This design comes from an exercise in tuning for small area and a short achievable clock period on the open sky130 flow, not from production work. Power is estimated from default activity; no workload was simulated.

old:
## float_copro
module float_copro
   (
    input  logic        clk,
    input  logic        copro_valid,
    input  logic        copro_accept,
    input  logic [10:0] copro_opcode,
    input  logic [31:0] copro_op0,
    input  logic [31:0] copro_op1,
    output logic        copro_complete,
    output logic [31:0] copro_result
    );
   wire mul_d    = copro_opcode[1:0] == 2'd2;
   wire addsub_d = !copro_opcode[1];
   wire sub_d    = copro_opcode[1:0] == 2'd1;
   logic        mul_r, as_r;    
   logic [3:0]  cnt;            
   logic [31:0] nb_r, c_r;     
   logic [15:0] one, two, neg;
   logic [15:0] one_d, two_d, neg_d;
   float_copro_enc encoder (
      .a(copro_op0), .mul(mul_d), .addsub(addsub_d), .sub(sub_d),
      .one(one_d), .two(two_d), .neg(neg_d)
   );
   logic [15:0] none_r, ntwo_r, neg_r;    
   assign one = ~none_r;
   assign two = ~ntwo_r;
   assign neg = neg_r;
   logic [20:0] lo_d, lo_r;
   logic        cy_d, cy_r;
   logic [10:0] hs_d, hc_d, hs_r, hc_r;
   float_copro_dp datapath (
      .none(~one), .ntwo(~two), .neg(neg), .nb(nb_r), .c(c_r),
      .lo(lo_d), .lo_cy(cy_d), .hi_s(hs_d), .hi_c(hc_d)
   );
   always_ff @(posedge clk) begin
      nb_r  <= ~copro_op1;
      mul_r <= mul_d;
      as_r  <= addsub_d;
      none_r <= ~one_d;
      ntwo_r <= ~two_d;
      neg_r <= neg_d;
      c_r   <= copro_op0 & {32{addsub_d}};
      lo_r  <= lo_d;
      cy_r  <= cy_d;
  ...
Size in the first run: ~1,700 cells after synthesis, roughly 15,000 um^2 of cells after synthesis.
==> module float_copro, before the edit <==
module float_copro
   (
    input  logic        clk,
    input  logic        copro_valid,
    input  logic        copro_accept,
    input  logic [10:0] copro_opcode,
    input  logic [31:0] copro_op0,
    input  logic [31:0] copro_op1,
    output logic        copro_complete,
    output logic [31:0] copro_result
    );
   wire mul_d    = copro_opcode[1:0] == 2'd2;
   wire addsub_d = !copro_opcode[1];
   wire sub_d    = copro_opcode[1:0] == 2'd1;
   logic        mul_r, as_r;    
   logic [3:0]  cnt;            
   logic [31:0] nb_r, c_r;     
   logic [15:0] one, two, neg;
   logic [15:0] one_d, two_d, neg_d;
   float_copro_enc encoder (
      .a(copro_op0), .mul(mul_d), .addsub(addsub_d), .sub(sub_d),
      .one(one_d), .two(two_d), .neg(neg_d)
   );
   logic [15:0] none_r, ntwo_r, neg_r;    
   assign one = ~none_r;
   assign two = ~ntwo_r;
   assign neg = neg_r;
   logic [20:0] lo_d, lo_r;
   logic        cy_d, cy_r;
   logic [10:0] hs_d, hc_d, hs_r, hc_r;
   float_copro_dp datapath (
      .none(~one), .ntwo(~two), .neg(neg), .nb(nb_r), .c(c_r),
      .lo(lo_d), .lo_cy(cy_d), .hi_s(hs_d), .hi_c(hc_d)
   );
   always_ff @(posedge clk) begin
      nb_r  <= ~copro_op1;
      mul_r <= mul_d;
      as_r  <= addsub_d;
      none_r <= ~one_d;
      ntwo_r <= ~two_d;
      neg_r <= neg_d;
      c_r   <= copro_op0 & {32{addsub_d}};
      lo_r  <= lo_d;
      cy_r  <= cy_d;
      hs_r  <= hs_d;
      hc_r  <= hc_d;
      if (!copro_valid || copro_accept)
         cnt <= 4'd0;
      else if (cnt != 4'd15)
         cnt <= cnt + 4'd1;
   end
   assign copro_complete = mul_r ? cnt >= 4'd2 : as_r ? cnt >= 4'd3 : cnt >= 4'd11;
   wire [11:0] carry;
   assign carry[0] = cy_r;
   genvar i;
   generate
      for (i = 0; i < 11; i = i + 1) begin : hi_carry
         assign carry[i+1] = hc_r[i] | (hs_r[i] & carry[i]);
      end
   endgenerate
   assign copro_result = {hs_r ^ carry[10:0], lo_r};
endmodule
clock: 14.0 ns
lec_check: 0
cap_margin: 20
core_margin: 2
core_utilization: 65
slew_margin: 20
standard.sh (not shown) runs the stock make flow with config.mk's settings and CLKGATE_MAP_FILE= SYNTH_SCRIPT=/design/flow/synth_recipe.tcl, a recipe that flattens the netlist after the stock synthesis.
==> flow/flow/run.sh <==
#!/bin/bash
# Standard ORFS layout (the standard.sh) with these changes:
#  - after the standard synthesis, flow/fixinv.py removes the inverters that
#    Yosys's full-adder extraction leaves between adder cells (it flips the
#    polarity of adder cells, which are self-dual), and the netlist is loaded
#    from the result;
#  - then flow/ksadd.py replaces the gates that add the upper result bits in
#    stage 2 (from the hs_r/hc_r propagate/generate registers and cy_r) by a
#    Kogge-Stone adder (kept only if Yosys proves the two netlists
#    equivalent);
#  - then flow/faexp.py rebuilds the full adders of the last tree levels
#    (depth 3 and more) from xor2 and maj3 cells, which are faster;
#  - ports are buffered with buf_1 cells (the standard flow picks a larger
#    delay cell); the resizer still sizes them up where timing needs it;
set -euo pipefail
MARGIN=${MARGIN:-9.5}
SPLIT=21      # S of gen/gen.py: result bits below it come from lo_r
R=orfs/results/$FLOW_PLATFORM/float_copro/base
bash standard.sh synth > log_synth.txt 2>&1
cp $R/1_2_yosys.v $R/1_2_yosys_orig.v
python3 flow/fixinv.py $R/1_2_yosys_orig.v $R/1_2_yosys_fixinv.v > log_fixinv.txt 2>&1
python3 flow/xorbal.py $R/1_2_yosys_fixinv.v $R/1_2_yosys_xorbal.v > log_xorbal.txt 2>&1
python3 flow/ksadd.py $R/1_2_yosys_xorbal.v $R/1_2_yosys_ksadd.v $SPLIT > log_ksadd.txt 2>&1
# keep the Kogge-Stone netlist only if Yosys proves it equivalent to the one before
LIB=$FLOW_HOME/platforms/$FLOW_PLATFORM/lib/sky130_fd_sc_hd__tt_025C_1v80.lib
cat > eq_ksadd.ys <<EOT
read_liberty -overwrite -ignore_miss_func $LIB
read_verilog $R/1_2_yosys_xorbal.v
rename float_copro gold
read_verilog $R/1_2_yosys_ksadd.v
rename float_copro gate
flatten gold gate
opt_clean
equiv_make gold gate eq
hierarchy -top eq
equiv_simple -seq 1
equiv_status -assert
EOT
if $FLOW_HOME/../tools/install/yosys/bin/yosys -q -s eq_ksadd.ys > log_eq_ksadd.txt 2>&1; then
  cp $R/1_2_yosys_ksadd.v $R/1_2_yosys_s2.v
else
  echo "ksadd netlist not proved equivalent; using the one before" >> log_eq_ksadd.txt
  cp $R/1_2_yosys_xorbal.v $R/1_2_yosys_s2.v
fi
python3 flow/faexp.py $R/1_2_yosys_s2.v $R/1_2_yosys.v 3 > log_faexp.txt 2>&1
rm -f $R/1_synth.odb $R/1_synth.sdc
bash standard.sh synth > log_synth_odb.txt 2>&1
for step in floorplan place cts route finish; do
  bash standard.sh SETUP_SLACK_MARGIN=$MARGIN \
    "BUFFER_PORTS_ARGS=-buffer_cell sky130_fd_sc_hd__buf_1" $step > log_$step.txt 2>&1
done
Other scripts of this flow, unchanged in this note and not shown: flow/flow/faexp.py, flow/flow/fixinv.py, flow/flow/ksadd.py, flow/flow/xorbal.py
Every stage of the flow completed for old, and the final layout passed the timing, DRC and antenna checks.
Relative to old, the following input files were edited for new:
--- a/flow/design.v
+++ b/flow/design.v
@@ -1583,13 +1583,14 @@
     output logic        copro_complete,
     output logic [31:0] copro_result
     );
    wire mul_d    = copro_opcode[1:0] == 2'd2;
    wire addsub_d = !copro_opcode[1];
    wire sub_d    = copro_opcode[1:0] == 2'd1;
-   logic        mul_r, as_r;    
+   wire done_d;
+   logic        done_r;         
    logic [3:0]  cnt;            
    logic [31:0] nb_r, c_r;     
    logic [15:0] one, two, neg;
    logic [15:0] one_d, two_d, neg_d;
    float_copro_enc encoder (
       .a(copro_op0), .mul(mul_d), .addsub(addsub_d), .sub(sub_d),
@@ -1605,14 +1606,13 @@
    float_copro_dp datapath (
       .none(~one), .ntwo(~two), .neg(neg), .nb(nb_r), .c(c_r),
       .lo(lo_d), .lo_cy(cy_d), .hi_s(hs_d), .hi_c(hc_d)
    );
    always_ff @(posedge clk) begin
       nb_r  <= ~copro_op1;
-      mul_r <= mul_d;
-      as_r  <= addsub_d;
+      done_r <= done_d;
       none_r <= ~one_d;
       ntwo_r <= ~two_d;
       neg_r <= neg_d;
       c_r   <= copro_op0 & {32{addsub_d}};
       lo_r  <= lo_d;
       cy_r  <= cy_d;
@@ -1620,13 +1620,16 @@
       hc_r  <= hc_d;
       if (!copro_valid || copro_accept)
          cnt <= 4'd0;
       else if (cnt != 4'd15)
          cnt <= cnt + 4'd1;
    end
-   assign copro_complete = mul_r ? cnt >= 4'd2 : as_r ? cnt >= 4'd3 : cnt >= 4'd11;
+   wire [3:0] cnt_nx = (cnt == 4'd15) ? cnt : cnt + 4'd1;
+   assign done_d = copro_valid && !copro_accept &&
+                   (mul_d ? cnt_nx >= 4'd2 : addsub_d ? cnt_nx >= 4'd3 : cnt_nx >= 4'd11);
+   assign copro_complete = done_r;
    wire [11:0] carry;
    assign carry[0] = cy_r;
    genvar i;
    generate
       for (i = 0; i < 11; i = i + 1) begin : hi_carry
          assign carry[i+1] = hc_r[i] | (hs_r[i] & carry[i]);
- For the first-iteration DRC count, new came in 119 higher than old did.
- Against old, new reports a largest stage delay on the critical path that is lower.
- Looking at switching power total, new sits above old.
- old → new: post-route total power up about 2.3%; worst hold slack up 0.0034 ns; synthesized instance count up about 0.6%.
- As of new, die area had risen slightly compared to old.
- [compare] base=old new=new: count of clock buffers in the final design moved up, depth of the worst register-to-register path moved down, area of the placeable core level, average routed wire per standard cell moved up, final design area excluding fillers moved up.
Function was not checked in any run of this note: the RTL went through the layout flow alone.

==> afterwards: timing with drivers on the ports <==
In the flow no input, the clock included, has a driving cell. The finished layouts below were timed again as built, in two steps.
Step 1: set_driving_cell puts a clkbuf_16 on clk and a buf_2 on each other input, an assumption about the parent block.
Step 2 moves the port delays by t, midway between the first and last clock arrival at a register: inputs arrive t later, outputs are due t later. That takes back most of the time a late clock gives input paths.
Three values: no drivers, after step 1, after step 2; two values: the first two.
run	t, ns	setup slack, ns	hold slack, ns	worst setup path after step 2	worst register clock-pin slew, ns
old	0.479	9.553 / 9.505 / 9.191	0.546 / 0.546 / 0.546	input to register	0.09 / 0.09
new	0.492	9.483 / 9.432 / 9.642	0.549 / 0.549 / 0.549	register to register	0.09 / 0.09
After both steps every run listed still meets setup and hold. The setup slack of old, which loses most, moves by -0.048 ns with the drivers and by -0.362 ns with both steps.
